Source: an optimization exercise on an open RTL-to-GDS flow (aim: small area and a short achievable clock period). Production flows keep margins and buffers that such runs may drop.
No run shown here included a check of the RTL's function; only the layout flow was run.
No activity file was given, so power comes from the tool's default toggle rates.

==> flow/design.v (outline; a module is shown in full before it is edited, if it fits) <==
// module fp32_mul: 1998 lines
// module fp32_mul_fa: 10 lines
// module fp32_mul_bsel: 9 lines
// module fp32_mul_bneg: 7 lines
// module fp32_mul_ha: 9 lines
module fp32_mul(
    input wire clk,
    input wire [31:0] a,         
    input wire [31:0] b,         
    input wire [2:0] rm,         
    output reg [31:0] result,    
    output wire nv,              
    output wire of,              
    output wire uf,              
    output wire nx               
);
  // ...
==> flow/run.sh <==
#!/bin/bash
# synth_recipe.tcl (not shown) runs the flow's synth.tcl, then flattens the netlist and writes it again
# the make line also repeats each setting of config.mk as NAME=value (left out here)
make -C /OpenROAD-flow-scripts/flow DESIGN_CONFIG=/design/flow/config.mk WORK_HOME=/design/flow/orfs CLKGATE_MAP_FILE= SYNTH_SCRIPT=/design/flow/synth_recipe.tcl finish
==> flow/config.mk <==
export PLATFORM = sky130hd
export DESIGN_NAME = fp32_mul
export DESIGN_NICKNAME = fp32_mul
export VERILOG_FILES = /design/flow/design.v
export SDC_FILE = /design/flow/constraint.sdc
export NUM_CORES = 4
export LEC_CHECK = 0
export CAP_MARGIN = 20
export CORE_MARGIN = 2
export CORE_UTILIZATION = 40
export SETUP_SLACK_MARGIN = 3.9
export SLEW_MARGIN = 20
export SYNTH_HIERARCHICAL = 1
==> flow/constraint.sdc <==
create_clock -name core_clock -period 8.2 [get_ports {clk}]
set_input_delay 1.6400 -clock core_clock [delete_from_list [all_inputs] [get_ports {clk}]]
set_output_delay 1.6400 -clock core_clock [all_outputs]
set_load 0.01 [all_outputs]
==> PnR_summary.wiki, run 1 <==
{| class="wikitable"
! Metric !! Value
|-
| Number of synthesized register bits || 242
|-
| Clock latency reported for the late side of the worst-skew pair || 0.58 ns
|-
| Critical-path cell list || o21ai_2 > nand2_1 > a32o_2 > ha_4 > ha_4 > nand3_4 > or3_4 > or2_4 > buf_6 > nor2_2 > xnor2_1 > o21ai_1 > buf_2
|-
| DRT met1 WL || 36.9 mm
|-
| CTS Hold Bufs || 0
|-
| Outcome || timing/DRC/antenna clean
|-
| Sequential share of the synthesized area || 19.8%
|-
| Inserted tap cell count || 782
|-
| DR vias || 21600
|-
| Commonest cells post-synth || xor2_1, a22o_1, fa_1, dfxtp_1, nand2_1
|-
| Total power consumption of the routed design || 15.1 mW
|-
| Number of gates on the worst path with buffers counted || 13
|-
| Clock power frac || 8.3%
|-
| Total net switching power || 7.23 mW
|-
| Leading cell type in the layout, fill and taps excluded || xor2_1
|-
| Syn-to-layout area delta || 24.4%
|-
| Final nets || 3183
|-
| Number of flip-flops and latches || 242
|-
| Met3 wire length || 8.23 mm
|-
| Largest net degree at the start of global routing || 52
|-
| Slack of the worst reg-to-reg path || 3.77 ns
|-
| End point of the critical path || result[18]
|-
| Area share of and/or/nand/nor cells after synthesis || 9.71%
|-
| Post-layout min period || 4.50 ns
|-
| Peak supply drop || 0.623 mV
|-
| Met1 Track Usage GR || 36.4%
|-
| Share of power burned in combinational logic || 78.4%
|-
| Fraction of the mapped netlist area in compound gates || 21.0%
|-
| Die W || 251 microns
|-
| Largest fanout of any net on the critical path || 3
|-
| Primary flip-flop cell chosen by synthesis mapping || dfxtp_1
|-
| Num ports || 104
|-
| Fraction of area in multi-input gates || 66.3%
|-
| Power share of the sequential group || 13.3%
|-
| Cell count after placement || 3301
|}
==> run 2: changes to the inputs <==
--- a/flow/design.v
+++ b/flow/design.v
@@ -126,17 +126,17 @@
     wire [5:0] s1_rs = right_wins ? (right_big ? 6'd49 : sh_right[5:0]) : {1'b0, sh_left};
     wire [6:0] tz1 = {2'b0, s1_tza} + {2'b0, s1_tzb} + 7'd1;
     wire s1_sticky = (tz1 < {2'b0, sh_left}) | (right_pos & ({3'b0, tz1} < sh_right));
     wire [9:0] s1_exp_full = {1'b0, s1_esum} - (s1_one_sub ? 10'd150 - {5'b0, s1_p} : 10'd127);
     wire [7:0] s1_exp = s1_exp_full[7:0];
     wire s1_exp_le0 = s1_exp_full[9] | (s1_exp_full == 10'd0);
     wire s1_exp_ge255 = ~s1_exp_full[9] & (s1_exp_full >= 10'd255);
     wire s1_exp_eq254 = (s1_exp_full == 10'd254);
-    localparam LOW = 20;
+    localparam LOW = 16;
     wire [47:0] ts;
     wire [47:0] tc;
     wire [24:0] max1 = {ma, 1'b0};    
     wire [324:0] pp;
     wire bs0_0;
     fp32_mul_bsel u_bs0_0 (.one(bone[0]), .two(btwo[0]), .x1(ma[0]), .x2(max1[0]), .y(bs0_0));
     fp32_mul_bneg u_bn0_0 (.y(bs0_0), .neg(bneg[0]), .p(pp[0]));
     wire bs0_1;
@@ -1632,105 +1632,87 @@
     fp32_mul_fa u_t284 (.x(~pp[322]), .y(pp[299]), .z(t282c), .s(t284s), .c(t284c));
     wire t285s, t285c;
     fp32_mul_fa u_t285 (.x(~bneg[11]), .y(pp[322]), .z(pp[323]), .s(t285s), .c(t285c));
     assign ts = {t285s, t284s, t283s, t281s, t276c, t276s, t273s, t265c, t260c, t255c, t255s, t249s, t236c, t229c, t221c, t213c, t204c, t195c, t185c, t175c, t164c, t164s, t153s, t131c, t120c, t109c, t99c, t89c, t88s, t71c, t63c, t55c, t48c, t41c, t40s, t29c, t24c, t23s, t18s, t11c, t10s, t7s, t4s, t2s, t0c, pp[2], pp[1], bneg[0]};
     assign tc = {t284c, t283c, t281c, t279c, t279s, t273c, t269c, t269s, t265s, t260s, t249c, t243c, t243s, t236s, t229s, t221s, t213s, t204s, t195s, t185s, t175s, t153c, t142c, t142s, t131s, t120s, t109s, t99s, t89s, t80s, t71s, t63s, t55s, t48s, t41s, t35s, t29s, t24s, t19s, t15s, t11s, t8s, t5s, t3s, t1s, t0s, 1'b0, pp[0]};
     wire [LOW-1:0] lo_a = ts[LOW-1:0];
     wire [LOW-1:0] lo_b = tc[LOW-1:0];
     wire [LOW:0] lo_s;
-    wire [19:0] lo_g0 = lo_a & lo_b;
-    wire [19:0] lo_p0 = lo_a ^ lo_b;
+    wire [15:0] lo_g0 = lo_a & lo_b;
+    wire [15:0] lo_p0 = lo_a ^ lo_b;
     wire lo_G0 = lo_g0[1] | (lo_p0[1] & lo_g0[0]);
     wire lo_P0 = lo_p0[1] & lo_p0[0];
     wire lo_G1 = lo_g0[3] | (lo_p0[3] & lo_g0[2]);
     wire lo_P1 = lo_p0[3] & lo_p0[2];
     wire lo_G2 = lo_g0[5] | (lo_p0[5] & lo_g0[4]);
     wire lo_P2 = lo_p0[5] & lo_p0[4];
     wire lo_G3 = lo_g0[7] | (lo_p0[7] & lo_g0[6]);
     wire lo_P3 = lo_p0[7] & lo_p0[6];
     wire lo_G4 = lo_g0[9] | (lo_p0[9] & lo_g0[8]);
     wire lo_P4 = lo_p0[9] & lo_p0[8];
     wire lo_G5 = lo_g0[11] | (lo_p0[11] & lo_g0[10]);
     wire lo_P5 = lo_p0[11] & lo_p0[10];
     wire lo_G6 = lo_g0[13] | (lo_p0[13] & lo_g0[12]);
     wire lo_P6 = lo_p0[13] & lo_p0[12];
     wire lo_G7 = lo_g0[15] | (lo_p0[15] & lo_g0[14]);
     wire lo_P7 = lo_p0[15] & lo_p0[14];
-    wire lo_G8 = lo_g0[17] | (lo_p0[17] & lo_g0[16]);
-    wire lo_P8 = lo_p0[17] & lo_p0[16];
-    wire lo_G9 = lo_g0[19] | (lo_p0[19] & lo_g0[18]);
-    wire lo_P9 = lo_p0[19] & lo_p0[18];
-    wire lo_G10 = lo_G1 | (lo_P1 & lo_G0);
-    wire lo_P10 = lo_P1 & lo_P0;
-    wire lo_G11 = lo_G3 | (lo_P3 & lo_G2);
-    wire lo_P11 = lo_P3 & lo_P2;
-    wire lo_G12 = lo_G5 | (lo_P5 & lo_G4);
-    wire lo_P12 = lo_P5 & lo_P4;
-    wire lo_G13 = lo_G7 | (lo_P7 & lo_G6);
-    wire lo_P13 = lo_P7 & lo_P6;
-    wire lo_G14 = lo_G9 | (lo_P9 & lo_G8);
-    wire lo_P14 = lo_P9 & lo_P8;
-    wire lo_G15 = lo_G11 | (lo_P11 & lo_G10);
-    wire lo_P15 = lo_P11 & lo_P10;
-    wire lo_G16 = lo_G13 | (lo_P13 & lo_G12);
-    wire lo_P16 = lo_P13 & lo_P12;
-    wire lo_G17 = lo_G16 | (lo_P16 & lo_G15);
-    wire lo_P17 = lo_P16 & lo_P15;
-    wire lo_G18 = lo_G12 | (lo_P12 & lo_G15);
-    wire lo_P18 = lo_P12 & lo_P15;
-    wire lo_G19 = lo_G14 | (lo_P14 & lo_G17);
-    wire lo_P19 = lo_P14 & lo_P17;
-    wire lo_G20 = lo_G2 | (lo_P2 & lo_G10);
-    wire lo_P20 = lo_P2 & lo_P10;
-    wire lo_G21 = lo_G4 | (lo_P4 & lo_G15);
-    wire lo_P21 = lo_P4 & lo_P15;
-    wire lo_G22 = lo_G6 | (lo_P6 & lo_G18);
-    wire lo_P22 = lo_P6 & lo_P18;
-    wire lo_G23 = lo_G8 | (lo_P8 & lo_G17);
-    wire lo_P23 = lo_P8 & lo_P17;
-    wire lo_G24 = lo_g0[2] | (lo_p0[2] & lo_G0);
-    wire lo_P24 = lo_p0[2] & lo_P0;
-    wire lo_G25 = lo_g0[4] | (lo_p0[4] & lo_G10);
-    wire lo_P25 = lo_p0[4] & lo_P10;
-    wire lo_G26 = lo_g0[6] | (lo_p0[6] & lo_G20);
-    wire lo_P26 = lo_p0[6] & lo_P20;
-    wire lo_G27 = lo_g0[8] | (lo_p0[8] & lo_G15);
-    wire lo_P27 = lo_p0[8] & lo_P15;
-    wire lo_G28 = lo_g0[10] | (lo_p0[10] & lo_G21);
-    wire lo_P28 = lo_p0[10] & lo_P21;
-    wire lo_G29 = lo_g0[12] | (lo_p0[12] & lo_G18);
-    wire lo_P29 = lo_p0[12] & lo_P18;
-    wire lo_G30 = lo_g0[14] | (lo_p0[14] & lo_G22);
-    wire lo_P30 = lo_p0[14] & lo_P22;
-    wire lo_G31 = lo_g0[16] | (lo_p0[16] & lo_G17);
-    wire lo_P31 = lo_p0[16] & lo_P17;
-    wire lo_G32 = lo_g0[18] | (lo_p0[18] & lo_G23);
-    wire lo_P32 = lo_p0[18] & lo_P23;
+    wire lo_G8 = lo_G1 | (lo_P1 & lo_G0);
+    wire lo_P8 = lo_P1 & lo_P0;
+    wire lo_G9 = lo_G3 | (lo_P3 & lo_G2);
+    wire lo_P9 = lo_P3 & lo_P2;
+    wire lo_G10 = lo_G5 | (lo_P5 & lo_G4);
+    wire lo_P10 = lo_P5 & lo_P4;
+    wire lo_G11 = lo_G7 | (lo_P7 & lo_G6);
+    wire lo_P11 = lo_P7 & lo_P6;
+    wire lo_G12 = lo_G9 | (lo_P9 & lo_G8);
+    wire lo_P12 = lo_P9 & lo_P8;
+    wire lo_G13 = lo_G11 | (lo_P11 & lo_G10);
+    wire lo_P13 = lo_P11 & lo_P10;
+    wire lo_G14 = lo_G13 | (lo_P13 & lo_G12);
+    wire lo_P14 = lo_P13 & lo_P12;
+    wire lo_G15 = lo_G10 | (lo_P10 & lo_G12);
+    wire lo_P15 = lo_P10 & lo_P12;
+    wire lo_G16 = lo_G2 | (lo_P2 & lo_G8);
+    wire lo_P16 = lo_P2 & lo_P8;
+    wire lo_G17 = lo_G4 | (lo_P4 & lo_G12);
+    wire lo_P17 = lo_P4 & lo_P12;
+    wire lo_G18 = lo_G6 | (lo_P6 & lo_G15);
+    wire lo_P18 = lo_P6 & lo_P15;
+    wire lo_G19 = lo_g0[2] | (lo_p0[2] & lo_G0);
+    wire lo_P19 = lo_p0[2] & lo_P0;
+    wire lo_G20 = lo_g0[4] | (lo_p0[4] & lo_G8);
+    wire lo_P20 = lo_p0[4] & lo_P8;
+    wire lo_G21 = lo_g0[6] | (lo_p0[6] & lo_G16);
+    wire lo_P21 = lo_p0[6] & lo_P16;
+    wire lo_G22 = lo_g0[8] | (lo_p0[8] & lo_G12);
+    wire lo_P22 = lo_p0[8] & lo_P12;
+    wire lo_G23 = lo_g0[10] | (lo_p0[10] & lo_G17);
+    wire lo_P23 = lo_p0[10] & lo_P17;
+    wire lo_G24 = lo_g0[12] | (lo_p0[12] & lo_G15);
+    wire lo_P24 = lo_p0[12] & lo_P15;
+    wire lo_G25 = lo_g0[14] | (lo_p0[14] & lo_G18);
+    wire lo_P25 = lo_p0[14] & lo_P18;
     assign lo_s[0] = lo_p0[0] ^ 1'b0;
     assign lo_s[1] = lo_p0[1] ^ lo_g0[0];
     assign lo_s[2] = lo_p0[2] ^ lo_G0;
-    assign lo_s[3] = lo_p0[3] ^ lo_G24;
-    assign lo_s[4] = lo_p0[4] ^ lo_G10;
-    assign lo_s[5] = lo_p0[5] ^ lo_G25;
-    assign lo_s[6] = lo_p0[6] ^ lo_G20;
-    assign lo_s[7] = lo_p0[7] ^ lo_G26;
-    assign lo_s[8] = lo_p0[8] ^ lo_G15;
-    assign lo_s[9] = lo_p0[9] ^ lo_G27;
-    assign lo_s[10] = lo_p0[10] ^ lo_G21;
-    assign lo_s[11] = lo_p0[11] ^ lo_G28;
-    assign lo_s[12] = lo_p0[12] ^ lo_G18;
-    assign lo_s[13] = lo_p0[13] ^ lo_G29;
-    assign lo_s[14] = lo_p0[14] ^ lo_G22;
-    assign lo_s[15] = lo_p0[15] ^ lo_G30;
-    assign lo_s[16] = lo_p0[16] ^ lo_G17;
-    assign lo_s[17] = lo_p0[17] ^ lo_G31;
-    assign lo_s[18] = lo_p0[18] ^ lo_G23;
-    assign lo_s[19] = lo_p0[19] ^ lo_G32;
-    assign lo_s[20] = lo_G19;
+    assign lo_s[3] = lo_p0[3] ^ lo_G19;
+    assign lo_s[4] = lo_p0[4] ^ lo_G8;
+    assign lo_s[5] = lo_p0[5] ^ lo_G20;
+    assign lo_s[6] = lo_p0[6] ^ lo_G16;
+    assign lo_s[7] = lo_p0[7] ^ lo_G21;
+    assign lo_s[8] = lo_p0[8] ^ lo_G12;
+    assign lo_s[9] = lo_p0[9] ^ lo_G22;
+    assign lo_s[10] = lo_p0[10] ^ lo_G17;
+    assign lo_s[11] = lo_p0[11] ^ lo_G23;
+    assign lo_s[12] = lo_p0[12] ^ lo_G15;
+    assign lo_s[13] = lo_p0[13] ^ lo_G24;
+    assign lo_s[14] = lo_p0[14] ^ lo_G18;
+    assign lo_s[15] = lo_p0[15] ^ lo_G25;
+    assign lo_s[16] = lo_G14;
     wire [LOW:0] plo = lo_s;
     reg [LOW-1:0] plo2;
     reg [47:LOW] ts2;
     reg [47:LOW] tc2;
     reg clo2;
     reg [5:0] s2_rs;
     reg s2_sticky;
     reg [7:0] s2_exp;
@@ -1757,18 +1739,18 @@
         s2_is_nan <= s1_is_nan;
         s2_is_inf <= s1_is_inf;
         s2_is_zero <= s1_is_zero;
     end
     wire [47-LOW:0] hi_a = ts2;
     wire [47-LOW:0] hi_b = tc2;
     wire hi_ci = clo2;
     wire [48-LOW:0] hi_s;
-    wire [27:0] hi_g0 = hi_a & hi_b;
-    wire [27:0] hi_p0 = hi_a ^ hi_b;
+    wire [31:0] hi_g0 = hi_a & hi_b;
+    wire [31:0] hi_p0 = hi_a ^ hi_b;
     wire hi_gc = hi_g0[0] | (hi_p0[0] & hi_ci);
     wire hi_G0 = hi_g0[1] | (hi_p0[1] & hi_gc);
     wire hi_P0 = hi_p0[1] & hi_p0[0];
     wire hi_G1 = hi_g0[3] | (hi_p0[3] & hi_g0[2]);
     wire hi_P1 = hi_p0[3] & hi_p0[2];
     wire hi_G2 = hi_g0[5] | (hi_p0[5] & hi_g0[4]);
     wire hi_P2 = hi_p0[5] & hi_p0[4];
     wire hi_G3 = hi_g0[7] | (hi_p0[7] & hi_g0[6]);
@@ -1788,145 +1770,181 @@
     wire hi_G10 = hi_g0[21] | (hi_p0[21] & hi_g0[20]);
     wire hi_P10 = hi_p0[21] & hi_p0[20];
     wire hi_G11 = hi_g0[23] | (hi_p0[23] & hi_g0[22]);
     wire hi_P11 = hi_p0[23] & hi_p0[22];
     wire hi_G12 = hi_g0[25] | (hi_p0[25] & hi_g0[24]);
     wire hi_P12 = hi_p0[25] & hi_p0[24];
     wire hi_G13 = hi_g0[27] | (hi_p0[27] & hi_g0[26]);
     wire hi_P13 = hi_p0[27] & hi_p0[26];
-    wire hi_G14 = hi_g0[2] | (hi_p0[2] & hi_G0);
-    wire hi_P14 = hi_p0[2] & hi_P0;
-    wire hi_G15 = hi_G1 | (hi_P1 & hi_G0);
-    wire hi_P15 = hi_P1 & hi_P0;
-    wire hi_G16 = hi_g0[6] | (hi_p0[6] & hi_G2);
-    wire hi_P16 = hi_p0[6] & hi_P2;
-    wire hi_G17 = hi_G3 | (hi_P3 & hi_G2);
-    wire hi_P17 = hi_P3 & hi_P2;
-    wire hi_G18 = hi_g0[10] | (hi_p0[10] & hi_G4);
-    wire hi_P18 = hi_p0[10] & hi_P4;
-    wire hi_G19 = hi_G5 | (hi_P5 & hi_G4);
-    wire hi_P19 = hi_P5 & hi_P4;
-    wire hi_G20 = hi_g0[14] | (hi_p0[14] & hi_G6);
-    wire hi_P20 = hi_p0[14] & hi_P6;
-    wire hi_G21 = hi_G7 | (hi_P7 & hi_G6);
-    wire hi_P21 = hi_P7 & hi_P6;
-    wire hi_G22 = hi_g0[18] | (hi_p0[18] & hi_G8);
-    wire hi_P22 = hi_p0[18] & hi_P8;
-    wire hi_G23 = hi_G9 | (hi_P9 & hi_G8);
-    wire hi_P23 = hi_P9 & hi_P8;
-    wire hi_G24 = hi_g0[22] | (hi_p0[22] & hi_G10);
-    wire hi_P24 = hi_p0[22] & hi_P10;
-    wire hi_G25 = hi_G11 | (hi_P11 & hi_G10);
-    wire hi_P25 = hi_P11 & hi_P10;
-    wire hi_G26 = hi_g0[26] | (hi_p0[26] & hi_G12);
-    wire hi_P26 = hi_p0[26] & hi_P12;
-    wire hi_G27 = hi_G13 | (hi_P13 & hi_G12);
-    wire hi_P27 = hi_P13 & hi_P12;
-    wire hi_G28 = hi_g0[4] | (hi_p0[4] & hi_G15);
-    wire hi_P28 = hi_p0[4] & hi_P15;
-    wire hi_G29 = hi_G2 | (hi_P2 & hi_G15);
-    wire hi_P29 = hi_P2 & hi_P15;
-    wire hi_G30 = hi_G16 | (hi_P16 & hi_G15);
-    wire hi_P30 = hi_P16 & hi_P15;
-    wire hi_G31 = hi_G17 | (hi_P17 & hi_G15);
-    wire hi_P31 = hi_P17 & hi_P15;
-    wire hi_G32 = hi_g0[12] | (hi_p0[12] & hi_G19);
-    wire hi_P32 = hi_p0[12] & hi_P19;
-    wire hi_G33 = hi_G6 | (hi_P6 & hi_G19);
-    wire hi_P33 = hi_P6 & hi_P19;
-    wire hi_G34 = hi_G20 | (hi_P20 & hi_G19);
-    wire hi_P34 = hi_P20 & hi_P19;
-    wire hi_G35 = hi_G21 | (hi_P21 & hi_G19);
-    wire hi_P35 = hi_P21 & hi_P19;
-    wire hi_G36 = hi_g0[20] | (hi_p0[20] & hi_G23);
-    wire hi_P36 = hi_p0[20] & hi_P23;
-    wire hi_G37 = hi_G10 | (hi_P10 & hi_G23);
-    wire hi_P37 = hi_P10 & hi_P23;
-    wire hi_G38 = hi_G24 | (hi_P24 & hi_G23);
-    wire hi_P38 = hi_P24 & hi_P23;
-    wire hi_G39 = hi_G25 | (hi_P25 & hi_G23);
-    wire hi_P39 = hi_P25 & hi_P23;
-    wire hi_G40 = hi_g0[8] | (hi_p0[8] & hi_G31);
-    wire hi_P40 = hi_p0[8] & hi_P31;
-    wire hi_G41 = hi_G4 | (hi_P4 & hi_G31);
-    wire hi_P41 = hi_P4 & hi_P31;
-    wire hi_G42 = hi_G18 | (hi_P18 & hi_G31);
-    wire hi_P42 = hi_P18 & hi_P31;
-    wire hi_G43 = hi_G19 | (hi_P19 & hi_G31);
-    wire hi_P43 = hi_P19 & hi_P31;
-    wire hi_G44 = hi_G32 | (hi_P32 & hi_G31);
-    wire hi_P44 = hi_P32 & hi_P31;
-    wire hi_G45 = hi_G33 | (hi_P33 & hi_G31);
-    wire hi_P45 = hi_P33 & hi_P31;
-    wire hi_G46 = hi_G34 | (hi_P34 & hi_G31);
-    wire hi_P46 = hi_P34 & hi_P31;
-    wire hi_G47 = hi_G35 | (hi_P35 & hi_G31);
-    wire hi_P47 = hi_P35 & hi_P31;
-    wire hi_G48 = hi_g0[24] | (hi_p0[24] & hi_G39);
-    wire hi_P48 = hi_p0[24] & hi_P39;
-    wire hi_G49 = hi_G12 | (hi_P12 & hi_G39);
-    wire hi_P49 = hi_P12 & hi_P39;
-    wire hi_G50 = hi_G26 | (hi_P26 & hi_G39);
-    wire hi_P50 = hi_P26 & hi_P39;
-    wire hi_G51 = hi_G27 | (hi_P27 & hi_G39);
-    wire hi_P51 = hi_P27 & hi_P39;
-    wire hi_G52 = hi_g0[16] | (hi_p0[16] & hi_G47);
-    wire hi_P52 = hi_p0[16] & hi_P47;
-    wire hi_G53 = hi_G8 | (hi_P8 & hi_G47);
-    wire hi_P53 = hi_P8 & hi_P47;
-    wire hi_G54 = hi_G22 | (hi_P22 & hi_G47);
-    wire hi_P54 = hi_P22 & hi_P47;
-    wire hi_G55 = hi_G23 | (hi_P23 & hi_G47);
-    wire hi_P55 = hi_P23 & hi_P47;
-    wire hi_G56 = hi_G36 | (hi_P36 & hi_G47);
-    wire hi_P56 = hi_P36 & hi_P47;
-    wire hi_G57 = hi_G37 | (hi_P37 & hi_G47);
-    wire hi_P57 = hi_P37 & hi_P47;
-    wire hi_G58 = hi_G38 | (hi_P38 & hi_G47);
-    wire hi_P58 = hi_P38 & hi_P47;
-    wire hi_G59 = hi_G39 | (hi_P39 & hi_G47);
-    wire hi_P59 = hi_P39 & hi_P47;
-    wire hi_G60 = hi_G48 | (hi_P48 & hi_G47);
-    wire hi_P60 = hi_P48 & hi_P47;
-    wire hi_G61 = hi_G49 | (hi_P49 & hi_G47);
-    wire hi_P61 = hi_P49 & hi_P47;
-    wire hi_G62 = hi_G50 | (hi_P50 & hi_G47);
-    wire hi_P62 = hi_P50 & hi_P47;
-    wire hi_G63 = hi_G51 | (hi_P51 & hi_G47);
-    wire hi_P63 = hi_P51 & hi_P47;
+    wire hi_G14 = hi_g0[29] | (hi_p0[29] & hi_g0[28]);
+    wire hi_P14 = hi_p0[29] & hi_p0[28];
+    wire hi_G15 = hi_g0[31] | (hi_p0[31] & hi_g0[30]);
+    wire hi_P15 = hi_p0[31] & hi_p0[30];
+    wire hi_G16 = hi_g0[2] | (hi_p0[2] & hi_G0);
+    wire hi_P16 = hi_p0[2] & hi_P0;
+    wire hi_G17 = hi_G1 | (hi_P1 & hi_G0);
+    wire hi_P17 = hi_P1 & hi_P0;
+    wire hi_G18 = hi_g0[6] | (hi_p0[6] & hi_G2);
+    wire hi_P18 = hi_p0[6] & hi_P2;
+    wire hi_G19 = hi_G3 | (hi_P3 & hi_G2);
+    wire hi_P19 = hi_P3 & hi_P2;
+    wire hi_G20 = hi_g0[10] | (hi_p0[10] & hi_G4);
+    wire hi_P20 = hi_p0[10] & hi_P4;
+    wire hi_G21 = hi_G5 | (hi_P5 & hi_G4);
+    wire hi_P21 = hi_P5 & hi_P4;
+    wire hi_G22 = hi_g0[14] | (hi_p0[14] & hi_G6);
+    wire hi_P22 = hi_p0[14] & hi_P6;
+    wire hi_G23 = hi_G7 | (hi_P7 & hi_G6);
+    wire hi_P23 = hi_P7 & hi_P6;
+    wire hi_G24 = hi_g0[18] | (hi_p0[18] & hi_G8);
+    wire hi_P24 = hi_p0[18] & hi_P8;
+    wire hi_G25 = hi_G9 | (hi_P9 & hi_G8);
+    wire hi_P25 = hi_P9 & hi_P8;
+    wire hi_G26 = hi_g0[22] | (hi_p0[22] & hi_G10);
+    wire hi_P26 = hi_p0[22] & hi_P10;
+    wire hi_G27 = hi_G11 | (hi_P11 & hi_G10);
+    wire hi_P27 = hi_P11 & hi_P10;
+    wire hi_G28 = hi_g0[26] | (hi_p0[26] & hi_G12);
+    wire hi_P28 = hi_p0[26] & hi_P12;
+    wire hi_G29 = hi_G13 | (hi_P13 & hi_G12);
+    wire hi_P29 = hi_P13 & hi_P12;
+    wire hi_G30 = hi_g0[30] | (hi_p0[30] & hi_G14);
+    wire hi_P30 = hi_p0[30] & hi_P14;
+    wire hi_G31 = hi_G15 | (hi_P15 & hi_G14);
+    wire hi_P31 = hi_P15 & hi_P14;
+    wire hi_G32 = hi_g0[4] | (hi_p0[4] & hi_G17);
+    wire hi_P32 = hi_p0[4] & hi_P17;
+    wire hi_G33 = hi_G2 | (hi_P2 & hi_G17);
+    wire hi_P33 = hi_P2 & hi_P17;
+    wire hi_G34 = hi_G18 | (hi_P18 & hi_G17);
+    wire hi_P34 = hi_P18 & hi_P17;
+    wire hi_G35 = hi_G19 | (hi_P19 & hi_G17);
+    wire hi_P35 = hi_P19 & hi_P17;
+    wire hi_G36 = hi_g0[12] | (hi_p0[12] & hi_G21);
+    wire hi_P36 = hi_p0[12] & hi_P21;
+    wire hi_G37 = hi_G6 | (hi_P6 & hi_G21);
+    wire hi_P37 = hi_P6 & hi_P21;
+    wire hi_G38 = hi_G22 | (hi_P22 & hi_G21);
+    wire hi_P38 = hi_P22 & hi_P21;
+    wire hi_G39 = hi_G23 | (hi_P23 & hi_G21);
+    wire hi_P39 = hi_P23 & hi_P21;
+    wire hi_G40 = hi_g0[20] | (hi_p0[20] & hi_G25);
+    wire hi_P40 = hi_p0[20] & hi_P25;
+    wire hi_G41 = hi_G10 | (hi_P10 & hi_G25);
+    wire hi_P41 = hi_P10 & hi_P25;
+    wire hi_G42 = hi_G26 | (hi_P26 & hi_G25);
+    wire hi_P42 = hi_P26 & hi_P25;
+    wire hi_G43 = hi_G27 | (hi_P27 & hi_G25);
+    wire hi_P43 = hi_P27 & hi_P25;
+    wire hi_G44 = hi_g0[28] | (hi_p0[28] & hi_G29);
+    wire hi_P44 = hi_p0[28] & hi_P29;
+    wire hi_G45 = hi_G14 | (hi_P14 & hi_G29);
+    wire hi_P45 = hi_P14 & hi_P29;
+    wire hi_G46 = hi_G30 | (hi_P30 & hi_G29);
+    wire hi_P46 = hi_P30 & hi_P29;
+    wire hi_G47 = hi_G31 | (hi_P31 & hi_G29);
+    wire hi_P47 = hi_P31 & hi_P29;
+    wire hi_G48 = hi_g0[8] | (hi_p0[8] & hi_G35);
+    wire hi_P48 = hi_p0[8] & hi_P35;
+    wire hi_G49 = hi_G4 | (hi_P4 & hi_G35);
+    wire hi_P49 = hi_P4 & hi_P35;
+    wire hi_G50 = hi_G20 | (hi_P20 & hi_G35);
+    wire hi_P50 = hi_P20 & hi_P35;
+    wire hi_G51 = hi_G21 | (hi_P21 & hi_G35);
+    wire hi_P51 = hi_P21 & hi_P35;
+    wire hi_G52 = hi_G36 | (hi_P36 & hi_G35);
+    wire hi_P52 = hi_P36 & hi_P35;
+    wire hi_G53 = hi_G37 | (hi_P37 & hi_G35);
+    wire hi_P53 = hi_P37 & hi_P35;
+    wire hi_G54 = hi_G38 | (hi_P38 & hi_G35);
+    wire hi_P54 = hi_P38 & hi_P35;
+    wire hi_G55 = hi_G39 | (hi_P39 & hi_G35);
+    wire hi_P55 = hi_P39 & hi_P35;
+    wire hi_G56 = hi_g0[24] | (hi_p0[24] & hi_G43);
+    wire hi_P56 = hi_p0[24] & hi_P43;
+    wire hi_G57 = hi_G12 | (hi_P12 & hi_G43);
+    wire hi_P57 = hi_P12 & hi_P43;
+    wire hi_G58 = hi_G28 | (hi_P28 & hi_G43);
+    wire hi_P58 = hi_P28 & hi_P43;
+    wire hi_G59 = hi_G29 | (hi_P29 & hi_G43);
+    wire hi_P59 = hi_P29 & hi_P43;
+    wire hi_G60 = hi_G44 | (hi_P44 & hi_G43);
+    wire hi_P60 = hi_P44 & hi_P43;
+    wire hi_G61 = hi_G45 | (hi_P45 & hi_G43);
+    wire hi_P61 = hi_P45 & hi_P43;
+    wire hi_G62 = hi_G46 | (hi_P46 & hi_G43);
+    wire hi_P62 = hi_P46 & hi_P43;
+    wire hi_G63 = hi_G47 | (hi_P47 & hi_G43);
+    wire hi_P63 = hi_P47 & hi_P43;
+    wire hi_G64 = hi_g0[16] | (hi_p0[16] & hi_G55);
+    wire hi_P64 = hi_p0[16] & hi_P55;
+    wire hi_G65 = hi_G8 | (hi_P8 & hi_G55);
+    wire hi_P65 = hi_P8 & hi_P55;
+    wire hi_G66 = hi_G24 | (hi_P24 & hi_G55);
+    wire hi_P66 = hi_P24 & hi_P55;
+    wire hi_G67 = hi_G25 | (hi_P25 & hi_G55);
+    wire hi_P67 = hi_P25 & hi_P55;
+    wire hi_G68 = hi_G40 | (hi_P40 & hi_G55);
+    wire hi_P68 = hi_P40 & hi_P55;
+    wire hi_G69 = hi_G41 | (hi_P41 & hi_G55);
+    wire hi_P69 = hi_P41 & hi_P55;
+    wire hi_G70 = hi_G42 | (hi_P42 & hi_G55);
+    wire hi_P70 = hi_P42 & hi_P55;
+    wire hi_G71 = hi_G43 | (hi_P43 & hi_G55);
+    wire hi_P71 = hi_P43 & hi_P55;
+    wire hi_G72 = hi_G56 | (hi_P56 & hi_G55);
+    wire hi_P72 = hi_P56 & hi_P55;
+    wire hi_G73 = hi_G57 | (hi_P57 & hi_G55);
+    wire hi_P73 = hi_P57 & hi_P55;
+    wire hi_G74 = hi_G58 | (hi_P58 & hi_G55);
+    wire hi_P74 = hi_P58 & hi_P55;
+    wire hi_G75 = hi_G59 | (hi_P59 & hi_G55);
+    wire hi_P75 = hi_P59 & hi_P55;
+    wire hi_G76 = hi_G60 | (hi_P60 & hi_G55);
+    wire hi_P76 = hi_P60 & hi_P55;
+    wire hi_G77 = hi_G61 | (hi_P61 & hi_G55);
+    wire hi_P77 = hi_P61 & hi_P55;
+    wire hi_G78 = hi_G62 | (hi_P62 & hi_G55);
+    wire hi_P78 = hi_P62 & hi_P55;
+    wire hi_G79 = hi_G63 | (hi_P63 & hi_G55);
+    wire hi_P79 = hi_P63 & hi_P55;
     assign hi_s[0] = hi_p0[0] ^ hi_ci;
     assign hi_s[1] = hi_p0[1] ^ hi_gc;
     assign hi_s[2] = hi_p0[2] ^ hi_G0;
-    assign hi_s[3] = hi_p0[3] ^ hi_G14;
-    assign hi_s[4] = hi_p0[4] ^ hi_G15;
-    assign hi_s[5] = hi_p0[5] ^ hi_G28;
-    assign hi_s[6] = hi_p0[6] ^ hi_G29;
-    assign hi_s[7] = hi_p0[7] ^ hi_G30;
-    assign hi_s[8] = hi_p0[8] ^ hi_G31;
-    assign hi_s[9] = hi_p0[9] ^ hi_G40;
-    assign hi_s[10] = hi_p0[10] ^ hi_G41;
-    assign hi_s[11] = hi_p0[11] ^ hi_G42;
-    assign hi_s[12] = hi_p0[12] ^ hi_G43;
-    assign hi_s[13] = hi_p0[13] ^ hi_G44;
-    assign hi_s[14] = hi_p0[14] ^ hi_G45;
-    assign hi_s[15] = hi_p0[15] ^ hi_G46;
-    assign hi_s[16] = hi_p0[16] ^ hi_G47;
-    assign hi_s[17] = hi_p0[17] ^ hi_G52;
-    assign hi_s[18] = hi_p0[18] ^ hi_G53;
-    assign hi_s[19] = hi_p0[19] ^ hi_G54;
-    assign hi_s[20] = hi_p0[20] ^ hi_G55;
-    assign hi_s[21] = hi_p0[21] ^ hi_G56;
-    assign hi_s[22] = hi_p0[22] ^ hi_G57;
-    assign hi_s[23] = hi_p0[23] ^ hi_G58;
-    assign hi_s[24] = hi_p0[24] ^ hi_G59;
-    assign hi_s[25] = hi_p0[25] ^ hi_G60;
-    assign hi_s[26] = hi_p0[26] ^ hi_G61;
-    assign hi_s[27] = hi_p0[27] ^ hi_G62;
-    assign hi_s[28] = hi_G63;
+    assign hi_s[3] = hi_p0[3] ^ hi_G16;
+    assign hi_s[4] = hi_p0[4] ^ hi_G17;
+    assign hi_s[5] = hi_p0[5] ^ hi_G32;
+    assign hi_s[6] = hi_p0[6] ^ hi_G33;
+    assign hi_s[7] = hi_p0[7] ^ hi_G34;
+    assign hi_s[8] = hi_p0[8] ^ hi_G35;
+    assign hi_s[9] = hi_p0[9] ^ hi_G48;
+    assign hi_s[10] = hi_p0[10] ^ hi_G49;
+    assign hi_s[11] = hi_p0[11] ^ hi_G50;
+    assign hi_s[12] = hi_p0[12] ^ hi_G51;
+    assign hi_s[13] = hi_p0[13] ^ hi_G52;
+    assign hi_s[14] = hi_p0[14] ^ hi_G53;
+    assign hi_s[15] = hi_p0[15] ^ hi_G54;
+    assign hi_s[16] = hi_p0[16] ^ hi_G55;
+    assign hi_s[17] = hi_p0[17] ^ hi_G64;
+    assign hi_s[18] = hi_p0[18] ^ hi_G65;
+    assign hi_s[19] = hi_p0[19] ^ hi_G66;
+    assign hi_s[20] = hi_p0[20] ^ hi_G67;
+    assign hi_s[21] = hi_p0[21] ^ hi_G68;
+    assign hi_s[22] = hi_p0[22] ^ hi_G69;
+    assign hi_s[23] = hi_p0[23] ^ hi_G70;
+    assign hi_s[24] = hi_p0[24] ^ hi_G71;
+    assign hi_s[25] = hi_p0[25] ^ hi_G72;
+    assign hi_s[26] = hi_p0[26] ^ hi_G73;
+    assign hi_s[27] = hi_p0[27] ^ hi_G74;
+    assign hi_s[28] = hi_p0[28] ^ hi_G75;
+    assign hi_s[29] = hi_p0[29] ^ hi_G76;
+    assign hi_s[30] = hi_p0[30] ^ hi_G77;
+    assign hi_s[31] = hi_p0[31] ^ hi_G78;
+    assign hi_s[32] = hi_G79;
     wire [47:LOW] phi = hi_s[47-LOW:0];
     wire [47:0] P = {phi, plo2};
     wire [48:0] sh0 = {P, 1'b0};
     wire [48:0] sh1 = s2_rs[5] ? (sh0 >> 32) : sh0;
     wire [48:0] sh2t = sh1 >> 16;
     wire [40:0] sh2 = s2_rs[4] ? sh2t[40:0] : sh1[40:0];
     wire [40:0] sh3t = sh2 >> 8;
     wire [32:0] sh3 = s2_rs[3] ? sh3t[32:0] : sh2[32:0];
@@ -1966,18 +1984,30 @@
         s3_is_nan <= s2_is_nan;
         s3_is_inf <= s2_is_inf;
         s3_is_zero <= s2_is_zero;
     end
     wire inexact = s3_g | s3_rest;
     wire round_up = (s3_m_rne & s3_g & (s3_mant[0] | s3_rest)) |
                     (s3_m_rmm & s3_g) |
                     (s3_m_away & (s3_hi ? s3_g : inexact));
-    wire [24:0] rounded = {1'b0, s3_mant} + {24'b0, round_up};
-    wire round_carry = round_up & (&s3_mant);      
+    wire [24:0] all_below;
+    genvar gk;
+    generate
+        for (gk = 0; gk <= 24; gk = gk + 1) begin : g_inc
+            if (gk == 0) begin : g_first
+                assign all_below[gk] = 1'b1;
+            end else begin : g_rest
+                assign all_below[gk] = &s3_mant[gk-1:0];
+            end
+        end
+    endgenerate
+    wire [23:0] mant_inc = s3_mant ^ all_below[23:0];
+    wire [24:0] rounded = round_up ? {all_below[24], mant_inc} : {1'b0, s3_mant};
+    wire round_carry = round_up & all_below[24];      
     wire carry = s3_hi | round_carry;
     wire special = s3_is_nan | s3_is_inf | s3_is_zero;
     wire of_to_max = ~(s3_m_rne | s3_m_rmm | s3_m_away);
     wire ovf_early = ~s3_exp_le0 & (s3_exp_ge255 | (s3_exp_eq254 & s3_hi));
     wire ovf_late = ~s3_exp_le0 & s3_exp_eq254 & ~s3_hi & round_carry;
     wire ovf = ovf_early | ovf_late;
     wire fixed = special | ovf_early;
     wire [7:0] fixed_exp = s3_is_zero & ~s3_is_nan & ~s3_is_inf ? 8'h00 :
==> run 2 against run 1 <==
Compared with the run above: die area is 3.1% higher; final area is 1.5% lower; non-clock buffer count is 87 lower; largest cell class unchanged.
==> PnR_summary.wiki, run 2 <==
{| class="wikitable"
! Metric !! Value
|-
| Met2 routed wirelength || 40.0 mm (was 41.6 mm)
|-
| Final routed wire length divided by cell count || 24.8 microns (was 26.3 microns)
|-
| Worst slew slack as a fraction of its limit || 31.3% (was 27.4%)
|-
| Share of power burned in combinational logic || 76.0% (was 78.4%)
|-
| Total wire length || 89.2 mm (was 92.9 mm)
|-
| Hold WC Path Type || reg -> reg (unchanged)
|-
| Remaining number of nets flagged by the antenna check after routing || 0 (unchanged)
|-
| Element type at the critical path end || output port (unchanged)
|-
| Total power density per cell area || 456 mW/mm^2 (was 495 mW/mm^2)
|-
| P_leak || 12.7 nW (was 12.8 nW)
|-
| Startpoint kind of the worst setup timing path || register (unchanged)
|-
| Max clock buf depth || 3 (unchanged)
|-
| DRC marker count from the first detailed-route iteration || 2024 (was 1892)
|-
| Synth cell types || 104 (was 87)
|-
| Startpoint of the lowest-slack hold path || s2_m_away (was s2_exp_eq254)
|-
| Met3 wire length || 8.25 mm (was 8.23 mm)
|-
| Clk sinks || 246 (was 242)
|-
| Post-Route Setup TNS || 0 ns (unchanged)
|-
| Worst reg2reg startpoint || tc2[16] (was bone[4])
|-
| Worst Tran Pin Value || 1.03 ns (was 1.09 ns)
|-
| Count of flip-flops with a built-in enable after synthesis || 0 (unchanged)
|-
| Share of the core filled with cells in the final layout || 47.8% (was 50.4%)
|-
| Hold depth || 0 (unchanged)
|-
| Num ports || 104 (unchanged)
|-
| Data arrival, critical path || 3.19 ns (was 2.86 ns)
|-
| Most frequent cells in the layout || xor2_1, a22o_1, fa_1, dfxtp_1, nand2_1 (was xor2_1, a22o_1, fa_1, dfxtp_1, buf_4)
|-
| Count of endpoints failing hold in the final timing report || 0 (unchanged)
|-
| Largest net degree at the start of global routing || 52 (unchanged)
|-
| Die W || 255 microns (was 251 microns)
|-
| Detail-routed via count per cell || 6.09 (was 6.13)
|-
| Overflow after GRT || 0 (unchanged)
|-
| Clk_skew || 0.0124 ns (was 0.0263 ns)
|-
| DRT met1 WL || 36.8 mm (was 36.9 mm)
|-
| Number of global-route vias before repair || 22500 (was 22400)
|-
| Outcome || timing/DRC/antenna clean (unchanged)
|-
| Antenna violations before repair || 6 (was 0)
|-
| Cell count after placement || 3493 (was 3301)
|-
| Final Non-Filler Cells || 3605 (was 3528)
|-
| Sequential share of the synthesized area || 19.5% (was 19.8%)
|-
| Aggregate global-route resource usage || 26.7% (was 28.9%)
|-
| Internal power || 6.96 mW (was 7.84 mW)
|-
| Total power consumption of the routed design || 13.7 mW (was 15.1 mW)
|-
| Final nets || 3195 (was 3183)
|-
| DR vias || 21900 (was 21600)
|-
| Antenna diodes || 0 (unchanged)
|-
| Number of placement rows || 92 (was 90)
|-
| Total net switching power || 6.74 mW (was 7.23 mW)
|-
| Top routing layer in use || met5 (was met4)
|-
| Post-layout min period || 4.83 ns (was 4.50 ns)
|-
| Area leader, netlist || fa_1 (unchanged)
|-
| Clock power frac || 10.0% (was 8.3%)
|-
| Number of slew-limit violations in the final report || 0 (unchanged)
|-
| Reg2Reg Depth || 19 (was 14)
|-
| Initial standard-cell utilization of the core || 40.3% (was 40.5%)
|-
| Setup-violating endpoint count in the final report || 0 (unchanged)
|-
| Maximum operating frequency || 207 MHz (was 222 MHz)
|-
| Share of layout cells above drive strength 1 || 12.9% (was 19.8%)
|-
| Peak supply drop || 0.411 mV (was 0.623 mV)
|-
| Count of buffers from port buffering || 103 (unchanged)
|-
| Routability congestion estimate from global placement || 0.946 (was 0.980)
|-
| Switching portion of total power || 49.2% (was 48.0%)
|-
| Post-synthesis instance total || 2531 (was 2434)
|-
| Yosys synthesis warning count || 10 (unchanged)
|-
| Number of synthesized register bits || 246 (was 242)
|-
| Setup repair after global routing missed its margin || yes (unchanged)
|-
| Minimum hold slack || 0.326 ns (was 0.322 ns)
|-
| Final period util || 58.9% (was 54.9%)
|-
| Power share of the sequential group || 14.0% (was 13.3%)
|-
| Post-synthesis cell area || 0.0253 sq mm (was 0.0245 sq mm)
|-
| Maxcap violations || 0 (unchanged)
|-
| First-pass DRT Iterations || 9 (was 5)
|-
| Launch point of the worst path || s3_mant[0] (unchanged)
|-
| RR Endpoint || s3_mant[2] (was plo2[19])
|-
| Largest fanout of any net on the critical path || 3 (unchanged)
|-
| Registers with the most flip-flops || tc2 x32, ts2 x32 (was tc2 x28, ts2 x28)
|-
| Biggest area contributors in the synthesized netlist || fa_1, dfxtp_1, xor2_1, a22o_1, ha_1 (unchanged)
|-
| Primary flip-flop cell chosen by synthesis mapping || dfxtp_1 (unchanged)
|-
| Placed wire-length estimate after detailed placement || 59.2 mm (was 56.4 mm)
|-
| Cell chosen for the clock root || clkbuf_16 (unchanged)
|-
| Commonest cells post-synth || xor2_1, a22o_1, fa_1, dfxtp_1 (was xor2_1, a22o_1, fa_1, dfxtp_1, nand2_1)
|-
| Die Footprint || 0.0652 sq mm (was 0.0632 sq mm)
|-
| Required time of the worst setup path || 6.56 ns (about the same)
|-
| TritonCTS clock tree || built (unchanged)
|-
| Residual DRC || 0 (unchanged)
|-
| Hold path endpoint || s3_m_away (was s3_exp_eq254)
|-
| Placeable core area || 0.0627 sq mm (was 0.0605 sq mm)
|-
| Y dimension of the die || 255 microns (was 251 microns)
|-
| Most frequent cell after synthesis || xor2_1 (unchanged)
|-
| Slack of the worst reg-to-reg path || 3.96 ns (was 3.77 ns)
|-
| Mapped Avg Cell Area || 9.98 sq um (was 10.1 sq um)
|-
| Clock latency reported for the late side of the worst-skew pair || 0.58 ns (about the same)
|-
| CTS Hold Bufs || 0 (unchanged)
|-
| Syn-to-layout area delta || 18.9% (was 24.4%)
|-
| Worst setup path class || reg -> out (unchanged)
|-
| Synth async-reset ratio || 0% (unchanged)
|-
| Clock transition at the registers of the reported paths || 0.06 ns (about the same)
|-
| First-pass GRT wire length || 134 mm (was 139 mm)
|-
| Leading cell type in the layout, fill and taps excluded || xor2_1 (unchanged)
|-
| Number of buffers created by CTS || 29 (was 27)
|-
| H-tree Lvls || 1 (unchanged)
|-
| Top cell type's share of synthesized area || 22.2% (was 23.1%)
|}
==> run 2: worst max-delay path by stage <==
stage,endpoint,cells past startpoint
after floorplan,result[29],13
after global placement,result[29],13
after detailed placement,result[30],13
after CTS,nx,14
after global routing,result[27],13
final,result[30],13
==> run 2: cell type report <==
type	count	area, sq um
tap	846	1060
inverter	94	355
sequential	246	5010
clock inverter	16	251
clock buffer	38	790
fill	5749	32700
multi-input combinational	2141	20200
timing repair buffer	224	2330
==> run 2: modules after synthesis, one instance, submodules excluded <==
module | times used | cells
fp32_mul | 1 | 1645
fp32_mul_bneg | 300 | 1
fp32_mul_bsel | 300 | 1
fp32_mul_fa | 264 | 1
fp32_mul_ha | 22 | 1
==> run 2: power groups by stage <==
stage               Clock [mW]  Combinational [mW]  Sequential, mW
floorplan                    0                6.34            1.93
global placement             0                9.41            1.94
detailed placement           0                9.60            1.95
CTS                       1.41                9.93            1.91
global route              1.46                11.3            1.95
finish                    1.38                10.4            1.92
==> run 2: layer usage <==
layer | vias to the layer above | track usage (%)
li1 | 9676 | -
met1 | 10800 | 34.6
met2 | 1192 | 42.2
met3 | 298 | 6.02
met4 | 4 | 12.6
met5 | - | 0
==> run 2: worst max-delay path: stages (launching register included) <==
cell and delay (ns):
dfxtp_4 0.36, ha_4 0.13, and3_4 0.18, and4_4 0.21
nand4_1 0.18, nor4_4 0.21, nand4_1 0.22, nor3_4 0.20
or2_4 0.17, and3_4 0.19, nand4_1 0.09, xor2_1 0.19
o21ai_2 0.12, buf_2 0.14
==> run 2: metrics by stage <==
stage,area [sq um],setup slack (ns)
3_3_place_gp,27700,3.05
3_5_place_dp,27700,2.99
5_1_grt,30000,3.18
2_1_floorplan,25400,3.77
6_report,30000,3.37
4_1_cts,29400,3.39
==> run 2: cells by family after synthesis <==
kind of cell    synth area share (%)
simple gates                    9.75
fa+ha+maj                       27.7
xor+xnor                        13.1
flops                           19.5
compound gates                  23.8
mux                             3.35
other cells                   0.0148
buf+inv                         2.74
==> run 2: timing repair <==
item / 4_1_cts / 5_1_grt
endpoints found under the setup margin: 70 / 71
resized for setup: 138 / 126
hold endpoints to repair: 0 / 0
pin swaps: 23 / 32
gates cloned: 3 / 3
setup buffers: 31 / 21

-- afterwards: timing with drivers on the ports --
The results above use ideal ports. As a check the final layouts listed here were re-extracted and re-timed, cells and wires unchanged. Step 1, drivers: a clkbuf_16 drives clk and a buf_2 each remaining input, both assumed. Step 2, shift: input delay + t, output delay - t, t = (earliest + latest rising clock arrival at the registers) / 2. This alone moves slack from input paths to output paths. Three values: ideal ports, drivers, drivers and shift; two values: the first two.
run	t (ns)	slack for setup (ns)	worst setup path at the end	worst register clock-pin slew, ns
run 1	0.641	3.698 / 3.628 / 3.466	input to register	0.07 / 0.07
run 2	0.631	3.372 / 3.312 / 3.419	input to register	0.06 / 0.06
After both steps setup and hold are still met in every run listed. The setup slack of run 1, which loses most, moves by -0.070 ns with the drivers and by -0.232 ns with both steps.
